Context: an optimization exercise on an open-source flow, tuned for small area, a short achievable clock period and few clock cycles. The choices shown serve that exercise and are no tape-out recipe. RTL that was checked went through simulation tests only; none was proved equivalent to the original. Power is estimated from default activity; no workload was simulated.

==> run E <==
Design GenTrianglePoints, start of the top module:
module GenTrianglePoints(
   i_clk, i_rst, i_start, i_v1, i_v2, i_v3,
   o_write, o_done, o_point
);
   parameter SCREEN_WIDTH = 640;
   parameter SCREEN_HEIGHT = 480;
   input         i_clk, i_rst, i_start;
   input [63:0]  i_v1, i_v2, i_v3;  
   output reg    o_write;
   output        o_done;
   output [31:0] o_point;           
   reg st_idle, st_dx, st_dy, st_box, st_mul, st_row, st_walk, st_sweep, st_down;
   reg [10:0] px, py;     
   reg        dir;        
   reg        rsf;        
   reg        hb;         
   reg [3:0]  pos;        
   reg        cxa0, cxa1, cxa2;   
   reg        cya0, cya1, cya2;   
   reg        cxr0, cxr1, cxr2;   
   reg        cyr0, cyr1, cyr2;   
   reg        cn0, cn1, cn2;      
   reg        cdbl, cpass;        
   reg        cdx, cdy;           
   reg [32:0] w0, w1, w2;
   function [32:0] ilv;
      input [14:0] fy, fx;
      integer i;
      begin
         ilv[32:30] = 3'b000;
         for (i = 0; i < 15; i = i + 1) begin
            ilv[2*i+1] = fy[i];
            ilv[2*i]   = fx[i];
         end
      end
   endfunction
   function [14:0] dly;    
      input [32:0] fw;
      integer i;
      for (i = 0; i < 15; i = i + 1) dly[i] = fw[2*i+3];
   endfunction
   function [14:0] dlx;    
      input [32:0] fw;
      integer i;
      for (i = 0; i < 15; i = i + 1) dlx[i] = fw[2*i+2];
   endfunction
   wire signed [14:0] vx0 = dlx(w0), vx1 = dlx(w1), vx2 = dlx(w2);
   wire signed [14:0] vy0 = dly(w0), vy1 = dly(w1), vy2 = dly(w2);
   reg [10:0] x, y, xlo, yhi;
   reg        xone;       
   reg        yhm;        
   reg signed [15:0] mx0, mx1, mx2, my0, my1, my2;    
   reg signed [31:0] e0, e1, e2;
   wire signed [14:0] minxf = (~mx0[15] & mx2[15]) ? vx0 : ((mx0[15] & ~mx1[15]) ? vx1 : vx2);
   wire signed [14:0] minyf = (~my0[15] & my2[15]) ? vy0 : ((my0[15] & ~my1[15]) ? vy1 : vy2);
   wire signed [14:0] maxyf = (my0[15] & ~my2[15]) ? vy0 : ((~my0[15] & my1[15]) ? vy1 : vy2);
   wire signed [14:0] fminx = minxf >>> 4;
   wire signed [14:0] fminy = minyf >>> 4;
   wire signed [14:0] fmaxy = maxyf >>> 4;
   wire signed [11:0] cminx = fminx[11:0] + {11'd0, |minxf[3:0]};
   wire signed [11:0] cminy = fminy[11:0] + {11'd0, |minyf[3:0]};
  ...
==> flow/config.mk <==
export PLATFORM = sky130hd
export DESIGN_NAME = GenTrianglePoints
export DESIGN_NICKNAME = GenTrianglePoints
export VERILOG_FILES = /design/flow/design.v
export SDC_FILE = /design/flow/constraint.sdc
export NUM_CORES = 4
export LEC_CHECK = 0
export CAP_MARGIN = 30
export CORE_MARGIN = 2
export CORE_UTILIZATION = 30
export CTS_CLUSTER_DIAMETER = 100
export CTS_CLUSTER_SIZE = 30
export SLEW_MARGIN = 20
==> flow/constraint.sdc <==
create_clock -name core_clock -period 24.0 [get_ports {i_clk}]
set_input_delay 4.8000 -clock core_clock [delete_from_list [all_inputs] [get_ports {i_clk}]]
set_output_delay 4.8000 -clock core_clock [all_outputs]
set_load 0.01 [all_outputs]
standard.sh (not shown) runs the stock make flow with config.mk's settings and CLKGATE_MAP_FILE= SYNTH_SCRIPT=/design/flow/synth_recipe.tcl, a recipe that flattens the netlist after the stock synthesis.
==> flow/flow/run.sh <==
#!/bin/bash
# The standard layout, with plain buffers (rather than delay buffers) on the ports.
set -euo pipefail
export BUFFER_PORTS_ARGS="-buffer_cell sky130_fd_sc_hd__buf_2"
bash standard.sh > standard.log 2>&1
==> run H (differences from run E) <==
--- a/flow/design.v
+++ b/flow/design.v
@@ -48,13 +48,13 @@
    wire signed [14:0] vx0 = dlx(w0), vx1 = dlx(w1), vx2 = dlx(w2);
    wire signed [14:0] vy0 = dly(w0), vy1 = dly(w1), vy2 = dly(w2);
    reg [10:0] x, y, xlo, yhi;
    reg        xone;       
    reg        yhm;        
    reg signed [15:0] mx0, mx1, mx2, my0, my1, my2;    
-   reg signed [31:0] e0, e1, e2;
+   reg signed [30:0] e0, e1, e2;
    wire signed [14:0] minxf = (~mx0[15] & mx2[15]) ? vx0 : ((mx0[15] & ~mx1[15]) ? vx1 : vx2);
    wire signed [14:0] minyf = (~my0[15] & my2[15]) ? vy0 : ((my0[15] & ~my1[15]) ? vy1 : vy2);
    wire signed [14:0] maxyf = (my0[15] & ~my2[15]) ? vy0 : ((~my0[15] & my1[15]) ? vy1 : vy2);
    wire signed [14:0] fminx = minxf >>> 4;
    wire signed [14:0] fminy = minyf >>> 4;
    wire signed [14:0] fmaxy = maxyf >>> 4;
@@ -73,36 +73,36 @@
       opnd = ({fx, 4'd0} & {20{xa}}) | ({fy, 4'd0} & {20{ya}}) |
              ({{4{fx[15]}}, fx} & {20{xr}}) | ({{4{fy[15]}}, fy} & {20{yr}});
    endfunction
    wire [19:0] mb0 = opnd(mx0, my0, cxa0, cya0, cxr0, cyr0) ^ {20{cn0}};
    wire [19:0] mb1 = opnd(mx1, my1, cxa1, cya1, cxr1, cyr1) ^ {20{cn1}};
    wire [19:0] mb2 = opnd(mx2, my2, cxa2, cya2, cxr2, cyr2) ^ {20{cn2}};
-   wire [31:0] a0 = ({e0[30:0], 1'b0} & {32{cdbl}}) | (e0 & {32{cpass}}) |
-                    ({{16{mx1[15]}}, mx1} & {32{cdx}}) | ({{16{my1[15]}}, my1} & {32{cdy}});
-   wire [31:0] a1 = ({e1[30:0], 1'b0} & {32{cdbl}}) | (e1 & {32{cpass}}) |
-                    ({{16{mx2[15]}}, mx2} & {32{cdx}}) | ({{16{my2[15]}}, my2} & {32{cdy}});
-   wire [31:0] a2 = ({e2[30:0], 1'b0} & {32{cdbl}}) | (e2 & {32{cpass}}) |
-                    ({{16{mx0[15]}}, mx0} & {32{cdx}}) | ({{16{my0[15]}}, my0} & {32{cdy}});
+   wire [30:0] a0 = ({e0[29:0], 1'b0} & {31{cdbl}}) | (e0 & {31{cpass}}) |
+                    ({{15{mx1[15]}}, mx1} & {31{cdx}}) | ({{15{my1[15]}}, my1} & {31{cdy}});
+   wire [30:0] a1 = ({e1[29:0], 1'b0} & {31{cdbl}}) | (e1 & {31{cpass}}) |
+                    ({{15{mx2[15]}}, mx2} & {31{cdx}}) | ({{15{my2[15]}}, my2} & {31{cdy}});
+   wire [30:0] a2 = ({e2[29:0], 1'b0} & {31{cdbl}}) | (e2 & {31{cpass}}) |
+                    ({{15{mx0[15]}}, mx0} & {31{cdx}}) | ({{15{my0[15]}}, my0} & {31{cdy}});
    wire c0 = cn0;
    wire c1 = cn1;
    wire c2 = cn2;
-   wire [31:0] b0w = {{12{mb0[19]}}, mb0};
-   wire [31:0] b1w = {{12{mb1[19]}}, mb1};
-   wire [31:0] b2w = {{12{mb2[19]}}, mb2};
-   wire [32:0] t0 = {a0, c0} + {b0w, c0};
-   wire [32:0] t1 = {a1, c1} + {b1w, c1};
-   wire [32:0] t2 = {a2, c2} + {b2w, c2};
-   wire signed [31:0] s0 = t0[32:1];
-   wire signed [31:0] s1 = t1[32:1];
-   wire signed [31:0] s2 = t2[32:1];
-   wire [31:0] p0w = a0 ^ b0w;
-   wire [31:0] p1w = a1 ^ b1w;
-   wire [31:0] p2w = a2 ^ b2w;
-   wire sg0 = p0w[31] ^ carry31(a0[30:0], b0w[30:0], c0);
-   wire sg1 = p1w[31] ^ carry31(a1[30:0], b1w[30:0], c1);
-   wire sg2 = p2w[31] ^ carry31(a2[30:0], b2w[30:0], c2);
+   wire [30:0] b0w = {{11{mb0[19]}}, mb0};
+   wire [30:0] b1w = {{11{mb1[19]}}, mb1};
+   wire [30:0] b2w = {{11{mb2[19]}}, mb2};
+   wire [31:0] t0 = {a0, c0} + {b0w, c0};
+   wire [31:0] t1 = {a1, c1} + {b1w, c1};
+   wire [31:0] t2 = {a2, c2} + {b2w, c2};
+   wire signed [30:0] s0 = t0[31:1];
+   wire signed [30:0] s1 = t1[31:1];
+   wire signed [30:0] s2 = t2[31:1];
+   wire [30:0] p0w = a0 ^ b0w;
+   wire [30:0] p1w = a1 ^ b1w;
+   wire [30:0] p2w = a2 ^ b2w;
+   wire sg0 = p0w[30] ^ carry31({1'b1, a0[29:0]}, {1'b0, b0w[29:0]}, c0);
+   wire sg1 = p1w[30] ^ carry31({1'b1, a1[29:0]}, {1'b0, b1w[29:0]}, c1);
+   wire sg2 = p2w[30] ^ carry31({1'b1, a2[29:0]}, {1'b0, b2w[29:0]}, c2);
    wire dyp0 = ~my0[15] & (|my0);
    wire dyp1 = ~my1[15] & (|my1);
    wire dyp2 = ~my2[15] & (|my2);
    wire dyn0 = my0[15];
    wire dyn1 = my1[15];
    wire dyn2 = my2[15];
@@ -150,14 +150,14 @@
          nd1 = towards ? ~q1 : ~p1;  ni1 = towards ? ~p1 : ~q1;
          nd2 = towards ? ~q2 : ~p2;  ni2 = towards ? ~p2 : ~q2;
          out_test = ((le0 & nd0) | (le1 & nd1) | (le2 & nd2)) &
                     ((ge0 & ni0) | (ge1 & ni1) | (ge2 & ni2));
       end
    endfunction
-   wire is_in = (~e0[31] & (|e0) & ~e1[31] & (|e1) & ~e2[31] & (|e2)) |
-                (e0[31] & e1[31] & e2[31]);
+   wire is_in = (~e0[30] & (|e0) & ~e1[30] & (|e1) & ~e2[30] & (|e2)) |
+                (e0[30] & e1[30] & e2[30]);
    wire bo_sum  = out_test(sg0, sg1, sg2, ~dir,
                            dyp0, dyp1, dyp2, dyn0, dyn1, dyn2);
    wire ao_sum  = out_test(sg0, sg1, sg2, dir,
                            dyp0, dyp1, dyp2, dyn0, dyn1, dyn2);
    wire [10:0] xhi = xone ? xlo : SCREEN_WIDTH - 1;
    wire [10:0] xb = dir ? xlo : xhi;           
@@ -208,13 +208,12 @@
    wire ndn2 = ~n_top & ~nabit & nb2;
    wire e_en  = st_mul | row_fwd | row_back | walk_mv | sw_fwd | down_mv;
    wire [10:0] x_inc = x + 11'd1;
    wire [10:0] x_dec = x - 11'd1;
    wire x_fwd_mv  = row_fwd | sw_fwd;
    wire x_back_mv = row_back | walk_mv;
-   wire x_up = dir ^ (st_walk | (st_row & ~rsf));
    always @(posedge i_clk) begin
       if (e_en) begin
          e0 <= s0;  e1 <= s1;  e2 <= s2;
       end
       if (cap | st_dx) begin
          mx0 <= cap ? {i_v1[14], i_v1[14:0]} : s0[15:0];
@@ -238,13 +237,13 @@
       end
       if (st_box)
         x <= bx0[10:0];
       else if (st_mul & hb & (pos >= 4'd4))
         x <= {x[9:0], x[10]};
       else if (x_fwd_mv | x_back_mv)
-        x <= x_up ? x_inc : x_dec;
+        x <= (x_fwd_mv ^ dir) ? x_dec : x_inc;
       if (st_mul & ~hb & (pos == 4'd14)) yhi <= by1[10:0];
       if (st_box)
         y <= by0[10:0];
       else if (st_mul & ~hb & (pos >= 4'd4))
         y <= {y[9:0], y[10]};
       else if (down_mv)
CORE_UTILIZATION = 65   (was 30)
CTS_CLUSTER_DIAMETER = 60   (was 100)
CTS_CLUSTER_SIZE = 20   (was 30)
PLACE_DENSITY = 0.8   (was unset)
==> out/qor.txt <==
DP HPWL: 60.7 mm
Worst Skew: 0.0372 ns
crit path from: cxa0
met1 WL: 35.3 mm
vias per inst: 5.56
Placed Cells: 3772
Synth top area share: 29.3%
clock slew at reported path FFs: 0.12 ns
DP Area: 26500 um2
Clock buf/inv share: 2.29%
CLK BUF: 24
post-synthesis mux area share: 3.14%
part of the power in registers: 28.3%
status: complete, no violations
register area: 10200 um2
DR pass1 iterations: 5
the above is filed under run E

==> out/qor.txt <==
clock slew at reported path FFs: 0.08 ns
Synth top area share: 29.2%
Worst Skew: 0.0293 ns
status: complete, no violations
Clock buf/inv share: 4.63%
DR pass1 iterations: 6
post-synthesis mux area share: 2.58%
register area: 10100 um2
r2r endpoint: x[10]
vias per inst: 6.65
DP Area: 25500 um2
crit path from: py[3]
met1 WL: 30.5 mm
Placed Cells: 3195
CLK BUF: 40
# diodes: 0
the above is filed under run H

Testbench counts of run E, summed over its fixed seeds: cycles 177,487.
Testbench counts of run H, summed over its fixed seeds: cycles 177,487.

========
==> lagoon: inputs <==
==> flow/design.v <==
`default_nettype none
module GenTrianglePoints(
   i_clk, i_rst, i_start, i_v1, i_v2, i_v3,
   o_write, o_done, o_point
);
   parameter SCREEN_WIDTH = 640;
   parameter SCREEN_HEIGHT = 480;
   input         i_clk, i_rst, i_start;
   input [63:0]  i_v1, i_v2, i_v3;  
   output        o_write, o_done;
   output [31:0] o_point;           
   reg st_idle, st_dx, st_dy, st_box, st_mul, st_row, st_walk, st_sweep, st_down;
   reg        inr;        
   reg        dir;        
   reg        rsf;        
   reg        hb;         
   reg [3:0]  pos;        
   reg        trav;       
   reg        cy0, cy1, cy2;      
   reg        cn0, cn1, cn2;      
   reg        cg0, cg1, cg2;      
   reg        cdbl, cpass;        
   reg        cdel;               
   reg [32:0] w0, w1, w2;
   function [32:0] ilv;
      input [14:0] fy, fx;
      integer i;
      begin
         ilv[32:30] = 3'b000;
         for (i = 0; i < 15; i = i + 1) begin
            ilv[2*i+1] = fy[i];
            ilv[2*i]   = fx[i];
         end
      end
   endfunction
   function [14:0] dly;    
      input [32:0] fw;
      integer i;
      for (i = 0; i < 15; i = i + 1) dly[i] = fw[2*i+3];
   endfunction
   function [14:0] dlx;    
      input [32:0] fw;
      integer i;
      for (i = 0; i < 15; i = i + 1) dlx[i] = fw[2*i+2];
   endfunction
   wire signed [14:0] vx0 = dlx(w0), vx1 = dlx(w1), vx2 = dlx(w2);
   wire signed [14:0] vy0 = dly(w0), vy1 = dly(w1), vy2 = dly(w2);
   reg [10:0] x, y, xlo, xhi, yhi;
   reg        yhm;        
   reg signed [15:0] mx0, mx1, mx2, my0, my1, my2;    
   reg signed [31:0] e0, e1, e2;
   wire signed [14:0] minxf = (~mx0[15] & mx2[15]) ? vx0 : ((mx0[15] & ~mx1[15]) ? vx1 : vx2);
   wire signed [14:0] minyf = (~my0[15] & my2[15]) ? vy0 : ((my0[15] & ~my1[15]) ? vy1 : vy2);
   wire signed [14:0] maxyf = (my0[15] & ~my2[15]) ? vy0 : ((~my0[15] & my1[15]) ? vy1 : vy2);
   wire signed [14:0] fminx = minxf >>> 4;
   wire signed [14:0] fminy = minyf >>> 4;
   wire signed [14:0] fmaxy = maxyf >>> 4;
   wire signed [11:0] cminx = fminx[11:0] + {11'd0, |minxf[3:0]};
   wire signed [11:0] cminy = fminy[11:0] + {11'd0, |minyf[3:0]};
   wire signed [11:0] cmaxy = fmaxy[11:0] + {11'd0, |maxyf[3:0]};
   wire signed [11:0] bx0 = cminx[11] ? 12'sd0 : cminx;
   wire signed [11:0] by0 = cminy[11] ? 12'sd0 : cminy;
   wire signed [11:0] bx1 = (bx0 > SCREEN_WIDTH - 1) ? bx0 : SCREEN_WIDTH - 1;
   wire signed [11:0] ymx = {yhm, yhi};
   wire signed [11:0] mxy = (ymx > SCREEN_HEIGHT) ? SCREEN_HEIGHT : ymx;
   wire signed [11:0] by1 = (mxy > $signed({1'b0, y})) ? mxy - 12'sd1 : {1'b0, y};
   wire [15:0] mm0 = cy0 ? my0 : mx0;
   wire [15:0] mm1 = cy1 ? my1 : mx1;
   wire [15:0] mm2 = cy2 ? my2 : mx2;
   wire [19:0] ml0 = trav ? {mm0, 4'd0} : {{4{mm0[15]}}, mm0};
   wire [19:0] ml1 = trav ? {mm1, 4'd0} : {{4{mm1[15]}}, mm1};
   wire [19:0] ml2 = trav ? {mm2, 4'd0} : {{4{mm2[15]}}, mm2};
   wire [19:0] mb0 = (ml0 ^ {20{cn0}}) & {20{cg0}};
   wire [19:0] mb1 = (ml1 ^ {20{cn1}}) & {20{cg1}};
   wire [19:0] mb2 = (ml2 ^ {20{cn2}}) & {20{cg2}};
   wire [31:0] a0 = ({e0[30:0], 1'b0} & {32{cdbl}}) | (e0 & {32{cpass}}) |
                    ({{16{mm1[15]}}, mm1} & {32{cdel}});
   wire [31:0] a1 = ({e1[30:0], 1'b0} & {32{cdbl}}) | (e1 & {32{cpass}}) |
                    ({{16{mm2[15]}}, mm2} & {32{cdel}});
   wire [31:0] a2 = ({e2[30:0], 1'b0} & {32{cdbl}}) | (e2 & {32{cpass}}) |
                    ({{16{mm0[15]}}, mm0} & {32{cdel}});
   wire c0 = cg0 & cn0;
   wire c1 = cg1 & cn1;
   wire c2 = cg2 & cn2;
   wire [31:0] b0w = {{12{mb0[19]}}, mb0};
   wire [31:0] b1w = {{12{mb1[19]}}, mb1};
   wire [31:0] b2w = {{12{mb2[19]}}, mb2};
   wire [32:0] t0 = {a0, c0} + {b0w, c0};
   wire [32:0] t1 = {a1, c1} + {b1w, c1};
   wire [32:0] t2 = {a2, c2} + {b2w, c2};
   wire signed [31:0] s0 = t0[32:1];
   wire signed [31:0] s1 = t1[32:1];
   wire signed [31:0] s2 = t2[32:1];
   wire [31:0] p0w = a0 ^ b0w;
   wire [31:0] p1w = a1 ^ b1w;
   wire [31:0] p2w = a2 ^ b2w;
   wire z0 = ~(|s0);
   wire z1 = ~(|s1);
   wire z2 = ~(|s2);
   wire sg0 = p0w[31] ^ carry31(a0[30:0], b0w[30:0], c0);
   wire sg1 = p1w[31] ^ carry31(a1[30:0], b1w[30:0], c1);
   wire sg2 = p2w[31] ^ carry31(a2[30:0], b2w[30:0], c2);
   wire dyp0 = ~my0[15] & (|my0);
   wire dyp1 = ~my1[15] & (|my1);
   wire dyp2 = ~my2[15] & (|my2);
   wire dyn0 = my0[15];
   wire dyn1 = my1[15];
   wire dyn2 = my2[15];
   function carry31;
      input [30:0] fa, fb;
      input        fc;
      reg [31:0] g, p;
      reg [15:0] g1, p1;
      reg [7:0]  g2, p2;
      reg [3:0]  g3, p3;
      reg [1:0]  g4, p4;
      integer i;
      begin
         g = {fa & fb, fc};
         p = {fa ^ fb, 1'b0};
         for (i = 0; i < 16; i = i + 1) begin
            g1[i] = g[2*i+1] | (p[2*i+1] & g[2*i]);
            p1[i] = p[2*i+1] & p[2*i];
         end
         for (i = 0; i < 8; i = i + 1) begin
            g2[i] = g1[2*i+1] | (p1[2*i+1] & g1[2*i]);
            p2[i] = p1[2*i+1] & p1[2*i];
         end
         for (i = 0; i < 4; i = i + 1) begin
            g3[i] = g2[2*i+1] | (p2[2*i+1] & g2[2*i]);
            p3[i] = p2[2*i+1] & p2[2*i];
         end
         for (i = 0; i < 2; i = i + 1) begin
            g4[i] = g3[2*i+1] | (p3[2*i+1] & g3[2*i]);
            p4[i] = p3[2*i+1] & p3[2*i];
         end
         carry31 = g4[1] | (p4[1] & g4[0]);
      end
   endfunction
   function out_test;
      input        sg0, sg1, sg2;   
      input        towards;    
      input        p0, p1, p2, q0, q1, q2;  
      reg le0, le1, le2, ge0, ge1, ge2, nd0, nd1, nd2, ni0, ni1, ni2;
      begin
         le0 = sg0;  ge0 = ~sg0;
         le1 = sg1;  ge1 = ~sg1;
         le2 = sg2;  ge2 = ~sg2;
         nd0 = towards ? ~q0 : ~p0;  ni0 = towards ? ~p0 : ~q0;
         nd1 = towards ? ~q1 : ~p1;  ni1 = towards ? ~p1 : ~q1;
         nd2 = towards ? ~q2 : ~p2;  ni2 = towards ? ~p2 : ~q2;
         out_test = ((le0 & nd0) | (le1 & nd1) | (le2 & nd2)) &
                    ((ge0 & ni0) | (ge1 & ni1) | (ge2 & ni2));
      end
   endfunction
   wire s_in = (~sg0 & ~z0 & ~sg1 & ~z1 & ~sg2 & ~z2) |
               (sg0 & sg1 & sg2);
   wire bo_sum  = out_test(sg0, sg1, sg2, ~dir,
                           dyp0, dyp1, dyp2, dyn0, dyn1, dyn2);
   wire ao_sum  = out_test(sg0, sg1, sg2, dir,
                           dyp0, dyp1, dyp2, dyn0, dyn1, dyn2);
   wire [10:0] xb = dir ? xlo : xhi;           
   wire [10:0] xa = dir ? xhi : xlo;           
   wire at_b = (x == xb);
   wire at_a = (x == xa);
   wire last_row = (y == yhi);
   wire fwd_ok    = ~at_a & ~ao_sum;
   wire walk_stop = at_b | bo_sum;
   wire emit = inr & (st_sweep | (st_row & rsf));
   assign o_write = emit;
   assign o_done  = st_idle;
   assign o_point = {5'd0, y, 5'd0, x};
   wire mul_end  = st_mul & hb & (pos == 4'd0);
   wire row_fwd  = st_row & rsf & ~at_a;
   wire row_back = st_row & ~rsf;
   wire walk_mv  = st_walk & ~at_b;
   wire sw_fwd   = st_sweep & ~at_a;
   wire down_mv  = st_down;
   wire row_end  = (st_row & rsf & ~fwd_ok) | (st_sweep & ~fwd_ok);
   wire n_dx    = st_idle & i_start;
   wire n_dxc   = st_idle;                
   wire n_dy    = st_dx;
   wire n_box   = st_dy;
   wire n_mul   = st_box | (st_mul & ~mul_end);
   wire n_row   = mul_end | down_mv;
   wire n_walk  = (st_row & ~rsf & ~bo_sum) | (st_walk & ~walk_stop);
   wire n_sweep = (st_row & rsf & fwd_ok) | (st_row & ~rsf & bo_sum) | (st_walk & walk_stop) |
                  (st_sweep & fwd_ok);
   wire n_down  = (row_end & ~last_row);
   wire n_idle  = (st_idle & ~i_start) | (row_end & last_row);
   wire n_setup = st_idle | n_dy | n_box | n_mul;
   wire n_dir = st_mul | (st_down ? ~dir : dir);
   wire n_rsf = st_mul | (st_down ? (at_a | ao_sum) : rsf);
   wire n_back = n_walk | (n_row & ~n_rsf);
   wire n_hb  = st_mul & ~hb;
   wire [3:0] n_pos = st_box ? 4'd14 : (hb ? pos - 4'd1 : pos);
   wire n_top = (n_pos == 4'd14);
   wire n_hi  = (n_pos >= 4'd4);
   wire nabit = (st_box ? by0[10] : (hb ? y[10] : x[10])) & n_hi;
   wire nb0 = w0[31];
   wire nb1 = w1[31];
   wire nb2 = w2[31];
   wire ndp0 = n_top ? (nabit | nb0) : (nabit & ~nb0);
   wire ndp1 = n_top ? (nabit | nb1) : (nabit & ~nb1);
   wire ndp2 = n_top ? (nabit | nb2) : (nabit & ~nb2);
   wire ndn0 = ~n_top & ~nabit & nb0;
   wire ndn1 = ~n_top & ~nabit & nb1;
   wire ndn2 = ~n_top & ~nabit & nb2;
   wire e_en  = st_mul | row_fwd | row_back | walk_mv | sw_fwd | down_mv;
   wire [10:0] x_inc = x + 11'd1;
   wire [10:0] x_dec = x - 11'd1;
   wire x_fwd_mv  = row_fwd | sw_fwd;
   wire x_back_mv = row_back | walk_mv;
   always @(posedge i_clk) begin
      if (e_en) begin
         e0 <= s0;  e1 <= s1;  e2 <= s2;
      end
      if (st_idle | st_dx) begin
         mx0 <= st_idle ? {i_v1[14], i_v1[14:0]} : s0[15:0];
         mx1 <= st_idle ? {i_v2[14], i_v2[14:0]} : s1[15:0];
         mx2 <= st_idle ? {i_v3[14], i_v3[14:0]} : s2[15:0];
      end
      if (st_idle | st_dy) begin
         my0 <= st_idle ? {i_v1[46], i_v1[46:32]} : s0[15:0];
         my1 <= st_idle ? {i_v2[46], i_v2[46:32]} : s1[15:0];
         my2 <= st_idle ? {i_v3[46], i_v3[46:32]} : s2[15:0];
      end
      if (st_idle) begin
         w0 <= ilv(i_v1[46:32], i_v1[14:0]);
         w1 <= ilv(i_v2[46:32], i_v2[14:0]);
         w2 <= ilv(i_v3[46:32], i_v3[14:0]);
      end else begin
         w0 <= w0 << 1;  w1 <= w1 << 1;  w2 <= w2 << 1;
      end
      if (st_box) begin
         xlo <= bx0[10:0];  xhi <= bx1[10:0];  {yhm, yhi} <= cmaxy;
      end
      if (st_box)
        x <= bx0[10:0];
      else if (st_mul & hb & (pos >= 4'd4))
        x <= {x[9:0], x[10]};
      else if (x_fwd_mv | x_back_mv)
        x <= (x_fwd_mv ^ dir) ? x_dec : x_inc;
      if (st_mul & ~hb & (pos == 4'd14)) yhi <= by1[10:0];
      if (st_box)
        y <= by0[10:0];
      else if (st_mul & ~hb & (pos >= 4'd4))
        y <= {y[9:0], y[10]};
      else if (down_mv)
        y <= y + 11'd1;
      if (st_box | st_mul) begin
         pos <= n_pos;
         hb <= n_hb;
      end
      dir <= n_dir;
      rsf <= n_rsf;
      trav <= ~(n_idle | n_setup);
      if (e_en) inr <= s_in;
      cdel <= n_dxc | n_dy;
      if (n_dxc | n_dy) begin
         cy0 <= n_dy;  cy1 <= n_dy;  cy2 <= n_dy;
         cg0 <= 1'b1;  cg1 <= 1'b1;  cg2 <= 1'b1;
         cn0 <= 1'b1;  cn1 <= 1'b1;  cn2 <= 1'b1;
         cdbl  <= 1'b0;
         cpass <= 1'b0;
      end else if (n_mul) begin
         cy0 <= n_hb;  cy1 <= n_hb;  cy2 <= n_hb;
         cg0 <= ndp0 | ndn0;  cg1 <= ndp1 | ndn1;  cg2 <= ndp2 | ndn2;
         cn0 <= n_hb ? ndp0 : ndn0;
         cn1 <= n_hb ? ndp1 : ndn1;
         cn2 <= n_hb ? ndp2 : ndn2;
         cdbl  <= ~n_hb & ~n_top;
         cpass <= n_hb;
      end else begin
         cy0 <= ~n_down;  cy1 <= ~n_down;  cy2 <= ~n_down;
         cg0 <= 1'b1;  cg1 <= 1'b1;  cg2 <= 1'b1;
         cn0 <= ~n_down & (n_back ^ n_dir);
         cn1 <= ~n_down & (n_back ^ n_dir);
         cn2 <= ~n_down & (n_back ^ n_dir);
         cdbl  <= 1'b0;
         cpass <= 1'b1;
      end
      st_dx    <= n_dx;
      st_dy    <= n_dy;
      st_box   <= n_box;
      st_mul   <= n_mul;
      st_row   <= n_row;
      st_walk  <= n_walk;
      st_sweep <= n_sweep;
      st_down  <= n_down;
      st_idle  <= n_idle;
      if (i_rst) begin
         st_idle <= 1'b1;  st_dx <= 1'b0;  st_dy <= 1'b0;  st_box <= 1'b0;  st_mul <= 1'b0;  st_row <= 1'b0;
         st_walk <= 1'b0;  st_sweep <= 1'b0;  st_down <= 1'b0;
      end
   end
endmodule
==> flow/run.sh <==
#!/bin/bash
# synth_recipe.tcl (not shown) runs the flow's synth.tcl, then flattens the netlist and writes it again
# the make line also repeats each setting of config.mk as NAME=value (left out here)
make -C /OpenROAD-flow-scripts/flow DESIGN_CONFIG=/design/flow/config.mk WORK_HOME=/design/flow/orfs CLKGATE_MAP_FILE= SYNTH_SCRIPT=/design/flow/synth_recipe.tcl finish
==> flow/config.mk <==
export PLATFORM = sky130hd
export DESIGN_NAME = GenTrianglePoints
export DESIGN_NICKNAME = GenTrianglePoints
export VERILOG_FILES = /design/flow/design.v
export SDC_FILE = /design/flow/constraint.sdc
export NUM_CORES = 4
export LEC_CHECK = 0
export CAP_MARGIN = 20
export CORE_MARGIN = 2
export CORE_UTILIZATION = 60
export CTS_BUF_LIST = sky130_fd_sc_hd__clkbuf_8
export CTS_CLUSTER_SIZE = 30
export SLEW_MARGIN = 20
==> flow/constraint.sdc <==
create_clock -name core_clock -period 24.0 [get_ports {i_clk}]
set_input_delay 4.8000 -clock core_clock [delete_from_list [all_inputs] [get_ports {i_clk}]]
set_output_delay 4.8000 -clock core_clock [all_outputs]
set_load 0.01 [all_outputs]
==> ember: changes against lagoon <==
--- a/flow/design.v
+++ b/flow/design.v
@@ -8,18 +8,20 @@
    input         i_clk, i_rst, i_start;
    input [63:0]  i_v1, i_v2, i_v3;  
-   output        o_write, o_done;
+   output reg    o_write;
+   output        o_done;
    output [31:0] o_point;           
    reg st_idle, st_dx, st_dy, st_box, st_mul, st_row, st_walk, st_sweep, st_down;
-   reg        inr;        
+   reg [10:0] px, py;     
    reg        dir;        
    reg        rsf;        
    reg        hb;         
    reg [3:0]  pos;        
-   reg        trav;       
-   reg        cy0, cy1, cy2;      
+   reg        cxa0, cxa1, cxa2;   
+   reg        cya0, cya1, cya2;   
+   reg        cxr0, cxr1, cxr2;   
+   reg        cyr0, cyr1, cyr2;   
    reg        cn0, cn1, cn2;      
-   reg        cg0, cg1, cg2;      
    reg        cdbl, cpass;        
-   reg        cdel;               
+   reg        cdx, cdy;           
    reg [32:0] w0, w1, w2;
    function [32:0] ilv;
@@ -65,22 +67,22 @@
    wire signed [11:0] mxy = (ymx > SCREEN_HEIGHT) ? SCREEN_HEIGHT : ymx;
    wire signed [11:0] by1 = (mxy > $signed({1'b0, y})) ? mxy - 12'sd1 : {1'b0, y};
-   wire [15:0] mm0 = cy0 ? my0 : mx0;
-   wire [15:0] mm1 = cy1 ? my1 : mx1;
-   wire [15:0] mm2 = cy2 ? my2 : mx2;
-   wire [19:0] ml0 = trav ? {mm0, 4'd0} : {{4{mm0[15]}}, mm0};
-   wire [19:0] ml1 = trav ? {mm1, 4'd0} : {{4{mm1[15]}}, mm1};
-   wire [19:0] ml2 = trav ? {mm2, 4'd0} : {{4{mm2[15]}}, mm2};
-   wire [19:0] mb0 = (ml0 ^ {20{cn0}}) & {20{cg0}};
-   wire [19:0] mb1 = (ml1 ^ {20{cn1}}) & {20{cg1}};
-   wire [19:0] mb2 = (ml2 ^ {20{cn2}}) & {20{cg2}};
+   function [19:0] opnd;
+      input [15:0] fx, fy;
+      input        xa, ya, xr, yr;
+      opnd = ({fx, 4'd0} & {20{xa}}) | ({fy, 4'd0} & {20{ya}}) |
+             ({{4{fx[15]}}, fx} & {20{xr}}) | ({{4{fy[15]}}, fy} & {20{yr}});
+   endfunction
+   wire [19:0] mb0 = opnd(mx0, my0, cxa0, cya0, cxr0, cyr0) ^ {20{cn0}};
+   wire [19:0] mb1 = opnd(mx1, my1, cxa1, cya1, cxr1, cyr1) ^ {20{cn1}};
+   wire [19:0] mb2 = opnd(mx2, my2, cxa2, cya2, cxr2, cyr2) ^ {20{cn2}};
    wire [31:0] a0 = ({e0[30:0], 1'b0} & {32{cdbl}}) | (e0 & {32{cpass}}) |
-                    ({{16{mm1[15]}}, mm1} & {32{cdel}});
+                    ({{16{mx1[15]}}, mx1} & {32{cdx}}) | ({{16{my1[15]}}, my1} & {32{cdy}});
    wire [31:0] a1 = ({e1[30:0], 1'b0} & {32{cdbl}}) | (e1 & {32{cpass}}) |
-                    ({{16{mm2[15]}}, mm2} & {32{cdel}});
+                    ({{16{mx2[15]}}, mx2} & {32{cdx}}) | ({{16{my2[15]}}, my2} & {32{cdy}});
    wire [31:0] a2 = ({e2[30:0], 1'b0} & {32{cdbl}}) | (e2 & {32{cpass}}) |
-                    ({{16{mm0[15]}}, mm0} & {32{cdel}});
-   wire c0 = cg0 & cn0;
-   wire c1 = cg1 & cn1;
-   wire c2 = cg2 & cn2;
+                    ({{16{mx0[15]}}, mx0} & {32{cdx}}) | ({{16{my0[15]}}, my0} & {32{cdy}});
+   wire c0 = cn0;
+   wire c1 = cn1;
+   wire c2 = cn2;
    wire [31:0] b0w = {{12{mb0[19]}}, mb0};
    wire [31:0] b1w = {{12{mb1[19]}}, mb1};
@@ -95,7 +97,4 @@
    wire [31:0] p1w = a1 ^ b1w;
    wire [31:0] p2w = a2 ^ b2w;
-   wire z0 = ~(|s0);
-   wire z1 = ~(|s1);
-   wire z2 = ~(|s2);
    wire sg0 = p0w[31] ^ carry31(a0[30:0], b0w[30:0], c0);
    wire sg1 = p1w[31] ^ carry31(a1[30:0], b1w[30:0], c1);
@@ -154,6 +153,6 @@
       end
    endfunction
-   wire s_in = (~sg0 & ~z0 & ~sg1 & ~z1 & ~sg2 & ~z2) |
-               (sg0 & sg1 & sg2);
+   wire is_in = (~e0[31] & (|e0) & ~e1[31] & (|e1) & ~e2[31] & (|e2)) |
+                (e0[31] & e1[31] & e2[31]);
    wire bo_sum  = out_test(sg0, sg1, sg2, ~dir,
                            dyp0, dyp1, dyp2, dyn0, dyn1, dyn2);
@@ -167,8 +166,8 @@
    wire fwd_ok    = ~at_a & ~ao_sum;
    wire walk_stop = at_b | bo_sum;
-   wire emit = inr & (st_sweep | (st_row & rsf));
-   assign o_write = emit;
+   wire emit = is_in & (st_sweep | (st_row & rsf));
    assign o_done  = st_idle;
-   assign o_point = {5'd0, y, 5'd0, x};
+   assign o_point = {5'd0, py, 5'd0, px};
+   wire cap = ~(st_dx | st_dy | st_box | st_mul | st_row | st_walk | st_sweep | st_down);
    wire mul_end  = st_mul & hb & (pos == 4'd0);
    wire row_fwd  = st_row & rsf & ~at_a;
@@ -178,6 +177,6 @@
    wire down_mv  = st_down;
    wire row_end  = (st_row & rsf & ~fwd_ok) | (st_sweep & ~fwd_ok);
-   wire n_dx    = st_idle & i_start;
-   wire n_dxc   = st_idle;                
+   wire n_dx    = cap & i_start;
+   wire n_dxc   = cap;                    
    wire n_dy    = st_dx;
    wire n_box   = st_dy;
@@ -188,6 +187,5 @@
                   (st_sweep & fwd_ok);
    wire n_down  = (row_end & ~last_row);
-   wire n_idle  = (st_idle & ~i_start) | (row_end & last_row);
-   wire n_setup = st_idle | n_dy | n_box | n_mul;
+   wire n_idle  = (cap & ~i_start) | (row_end & last_row);
    wire n_dir = st_mul | (st_down ? ~dir : dir);
    wire n_rsf = st_mul | (st_down ? (at_a | ao_sum) : rsf);
@@ -216,15 +214,15 @@
          e0 <= s0;  e1 <= s1;  e2 <= s2;
       end
-      if (st_idle | st_dx) begin
-         mx0 <= st_idle ? {i_v1[14], i_v1[14:0]} : s0[15:0];
-         mx1 <= st_idle ? {i_v2[14], i_v2[14:0]} : s1[15:0];
-         mx2 <= st_idle ? {i_v3[14], i_v3[14:0]} : s2[15:0];
+      if (cap | st_dx) begin
+         mx0 <= cap ? {i_v1[14], i_v1[14:0]} : s0[15:0];
+         mx1 <= cap ? {i_v2[14], i_v2[14:0]} : s1[15:0];
+         mx2 <= cap ? {i_v3[14], i_v3[14:0]} : s2[15:0];
       end
-      if (st_idle | st_dy) begin
-         my0 <= st_idle ? {i_v1[46], i_v1[46:32]} : s0[15:0];
-         my1 <= st_idle ? {i_v2[46], i_v2[46:32]} : s1[15:0];
-         my2 <= st_idle ? {i_v3[46], i_v3[46:32]} : s2[15:0];
+      if (cap | st_dy) begin
+         my0 <= cap ? {i_v1[46], i_v1[46:32]} : s0[15:0];
+         my1 <= cap ? {i_v2[46], i_v2[46:32]} : s1[15:0];
+         my2 <= cap ? {i_v3[46], i_v3[46:32]} : s2[15:0];
       end
-      if (st_idle) begin
+      if (cap) begin
          w0 <= ilv(i_v1[46:32], i_v1[14:0]);
          w1 <= ilv(i_v2[46:32], i_v2[14:0]);
@@ -255,16 +253,26 @@
       dir <= n_dir;
       rsf <= n_rsf;
-      trav <= ~(n_idle | n_setup);
-      if (e_en) inr <= s_in;
-      cdel <= n_dxc | n_dy;
+      o_write <= emit & ~i_rst;
+      px <= x;
+      py <= y;
+      cdx <= n_dxc;
+      cdy <= n_dy;
       if (n_dxc | n_dy) begin
-         cy0 <= n_dy;  cy1 <= n_dy;  cy2 <= n_dy;
-         cg0 <= 1'b1;  cg1 <= 1'b1;  cg2 <= 1'b1;
-         cn0 <= 1'b1;  cn1 <= 1'b1;  cn2 <= 1'b1;
+         {cxa0, cxa1, cxa2} <= 3'b000;
+         {cya0, cya1, cya2} <= 3'b000;
+         {cxr0, cxr1, cxr2} <= {3{n_dxc}};
+         {cyr0, cyr1, cyr2} <= {3{n_dy}};
+         {cn0, cn1, cn2} <= 3'b111;
          cdbl  <= 1'b0;
          cpass <= 1'b0;
       end else if (n_mul) begin
-         cy0 <= n_hb;  cy1 <= n_hb;  cy2 <= n_hb;
-         cg0 <= ndp0 | ndn0;  cg1 <= ndp1 | ndn1;  cg2 <= ndp2 | ndn2;
+         {cxa0, cxa1, cxa2} <= 3'b000;
+         {cya0, cya1, cya2} <= 3'b000;
+         cxr0 <= ~n_hb & (ndp0 | ndn0);
+         cxr1 <= ~n_hb & (ndp1 | ndn1);
+         cxr2 <= ~n_hb & (ndp2 | ndn2);
+         cyr0 <= n_hb & (ndp0 | ndn0);
+         cyr1 <= n_hb & (ndp1 | ndn1);
+         cyr2 <= n_hb & (ndp2 | ndn2);
          cn0 <= n_hb ? ndp0 : ndn0;
          cn1 <= n_hb ? ndp1 : ndn1;
@@ -273,6 +281,8 @@
          cpass <= n_hb;
       end else begin
-         cy0 <= ~n_down;  cy1 <= ~n_down;  cy2 <= ~n_down;
-         cg0 <= 1'b1;  cg1 <= 1'b1;  cg2 <= 1'b1;
+         {cxa0, cxa1, cxa2} <= {3{n_down}};
+         {cya0, cya1, cya2} <= {3{~n_down}};
+         {cxr0, cxr1, cxr2} <= 3'b000;
+         {cyr0, cyr1, cyr2} <= 3'b000;
          cn0 <= ~n_down & (n_back ^ n_dir);
          cn1 <= ~n_down & (n_back ^ n_dir);
Settings changed: CAP_MARGIN 20 to 30, CORE_UTILIZATION 60 to 30, CTS_BUF_LIST sky130_fd_sc_hd__clkbuf_8 to not set, CTS_CLUSTER_SIZE 30 to not set.
==> cedar: changes against lagoon <==
--- a/flow/design.v
+++ b/flow/design.v
@@ -47,5 +47,4 @@
    wire signed [14:0] vy0 = dly(w0), vy1 = dly(w1), vy2 = dly(w2);
    reg [10:0] x, y, xlo, xhi, yhi;
-   reg        yhm;        
    reg signed [15:0] mx0, mx1, mx2, my0, my1, my2;    
    reg signed [31:0] e0, e1, e2;
@@ -62,7 +61,6 @@
    wire signed [11:0] by0 = cminy[11] ? 12'sd0 : cminy;
    wire signed [11:0] bx1 = (bx0 > SCREEN_WIDTH - 1) ? bx0 : SCREEN_WIDTH - 1;
-   wire signed [11:0] ymx = {yhm, yhi};
-   wire signed [11:0] mxy = (ymx > SCREEN_HEIGHT) ? SCREEN_HEIGHT : ymx;
-   wire signed [11:0] by1 = (mxy > $signed({1'b0, y})) ? mxy - 12'sd1 : {1'b0, y};
+   wire signed [11:0] mxy = (cmaxy > SCREEN_HEIGHT) ? SCREEN_HEIGHT : cmaxy;
+   wire signed [11:0] by1 = (mxy > by0) ? mxy - 12'sd1 : by0;
    wire [15:0] mm0 = cy0 ? my0 : mx0;
    wire [15:0] mm1 = cy1 ? my1 : mx1;
@@ -179,5 +177,4 @@
    wire row_end  = (st_row & rsf & ~fwd_ok) | (st_sweep & ~fwd_ok);
    wire n_dx    = st_idle & i_start;
-   wire n_dxc   = st_idle;                
    wire n_dy    = st_dx;
    wire n_box   = st_dy;
@@ -189,5 +186,5 @@
    wire n_down  = (row_end & ~last_row);
    wire n_idle  = (st_idle & ~i_start) | (row_end & last_row);
-   wire n_setup = st_idle | n_dy | n_box | n_mul;
+   wire n_setup = n_dx | n_dy | n_box | n_mul;
    wire n_dir = st_mul | (st_down ? ~dir : dir);
    wire n_rsf = st_mul | (st_down ? (at_a | ao_sum) : rsf);
@@ -234,5 +231,5 @@
       end
       if (st_box) begin
-         xlo <= bx0[10:0];  xhi <= bx1[10:0];  {yhm, yhi} <= cmaxy;
+         xlo <= bx0[10:0];  xhi <= bx1[10:0];  yhi <= by1[10:0];
       end
       if (st_box)
@@ -242,5 +239,4 @@
       else if (x_fwd_mv | x_back_mv)
         x <= (x_fwd_mv ^ dir) ? x_dec : x_inc;
-      if (st_mul & ~hb & (pos == 4'd14)) yhi <= by1[10:0];
       if (st_box)
         y <= by0[10:0];
@@ -257,6 +253,6 @@
       trav <= ~(n_idle | n_setup);
       if (e_en) inr <= s_in;
-      cdel <= n_dxc | n_dy;
-      if (n_dxc | n_dy) begin
+      cdel <= n_dx | n_dy;
+      if (n_dx | n_dy) begin
          cy0 <= n_dy;  cy1 <= n_dy;  cy2 <= n_dy;
          cg0 <= 1'b1;  cg1 <= 1'b1;  cg2 <= 1'b1;
Settings changed: CAP_MARGIN 20 to 30, CORE_UTILIZATION 60 to 30, CTS_BUF_LIST sky130_fd_sc_hd__clkbuf_8 to not set, CTS_CLUSTER_SIZE 30 to not set.
==> flow_summary.ini <==
[power]
irDropWorstVdd_v = 0.0000782

[final_layout]
nFlopsAndLatches = 398
layout.cells.non_filler = 3953
nMultiInputCombCells = 2102

[worst_setup_path]
cp_slowest_stage_delay_ps = 550

[placement]
hpwl_um = 63000
place_ws_ps = 18080

[status]
status = no timing/DRC/antenna violations

[synth]
syn_avg_cell_area_um2 = 9.39

[detailed_routing]
met2_length_um = 38000

[clock_tree]
clk_latency_ps = 600

[sta]
tightest_slew_ps = 952
period_minus_slack_ps = 6250
The numbers above come from ember.

==> flow_summary.ini <==
[sta]
fin_ws_ps = 17160
period_minus_slack_ps = 6840
tightest_slew_ps = 1120

[placement]
hpwl_um = 58700
place_ws_ps = 17590

[detailed_routing]
vias = 21600
viasPerCell = 6.37

[power]
irDropWorstVdd_v = 0.000118

[final_layout]
nFlopsAndLatches = 372
nMultiInputCombCells = 2022
final_common_cell = o21ai_0
layout.cells.non_filler = 3396

[synth]
syn_avg_cell_area_um2 = 9.18

[die]
num_tap_cells = 532

[clock_tree]
clk_latency_ps = 660

[status]
status = no timing/DRC/antenna violations
The numbers above come from lagoon.

==> flow_summary.ini <==
[status]
status = no timing/DRC/antenna violations

[worst_setup_path]
cp_slowest_stage_delay_ps = 810

[power]
irDropWorstVdd_v = 0.0000705

[clock_tree]
clk_latency_ps = 590

[placement]
place_ws_ps = 17090
hpwl_um = 60800

[detailed_routing]
met2_length_um = 34600

[final_layout]
layout.cells.non_filler = 3989
nFlopsAndLatches = 371
nMultiInputCombCells = 2066
The numbers above come from cedar.

No functional check of the RTL was part of any run of this note.

re-timing with driven ports:
How much do the figures lean on ideal ports? The routed layouts below were timed once more, with nothing changed but the port constraints. Step 1 assumes that a clkbuf_16 drives the clock port and a buf_2 every other input. Step 2 adds t to the input delays and takes it off the output delays; t is the mean of the earliest and latest rising clock arrival at the registers after step 1. Input paths then give back, and output paths get back, about the clock's delay inside the block. a / b / c = ideal ports / drivers / drivers and shift; a / b = the first two.
run | shift t [ns] | slack for setup (ns) | worst hold slack (ns) | worst data-port slew with drivers (ns) | pins driven straight from the clock port
run E | 0.628 | 17.642 / 17.642 / 17.642 | 0.438 / 0.438 / 0.438 | 0.18 | 1
run H | 0.612 | 18.183 / 18.127 / 18.321 | 0.435 / 0.435 / 0.435 | 0.06 | 1
lagoon | 0.694 | 17.162 / 17.105 / 17.466 | 0.446 / 0.446 / 0.446 | 0.05 | 1
ember | 0.650 | 17.752 / 17.685 / 18.044 | 0.429 / 0.429 / 0.429 | 0.09 | 1
cedar | 0.644 | 17.030 / 17.030 / 17.030 | 0.436 / 0.436 / 0.436 | 0.08 | 1
After both steps setup and hold are still met in every run listed.
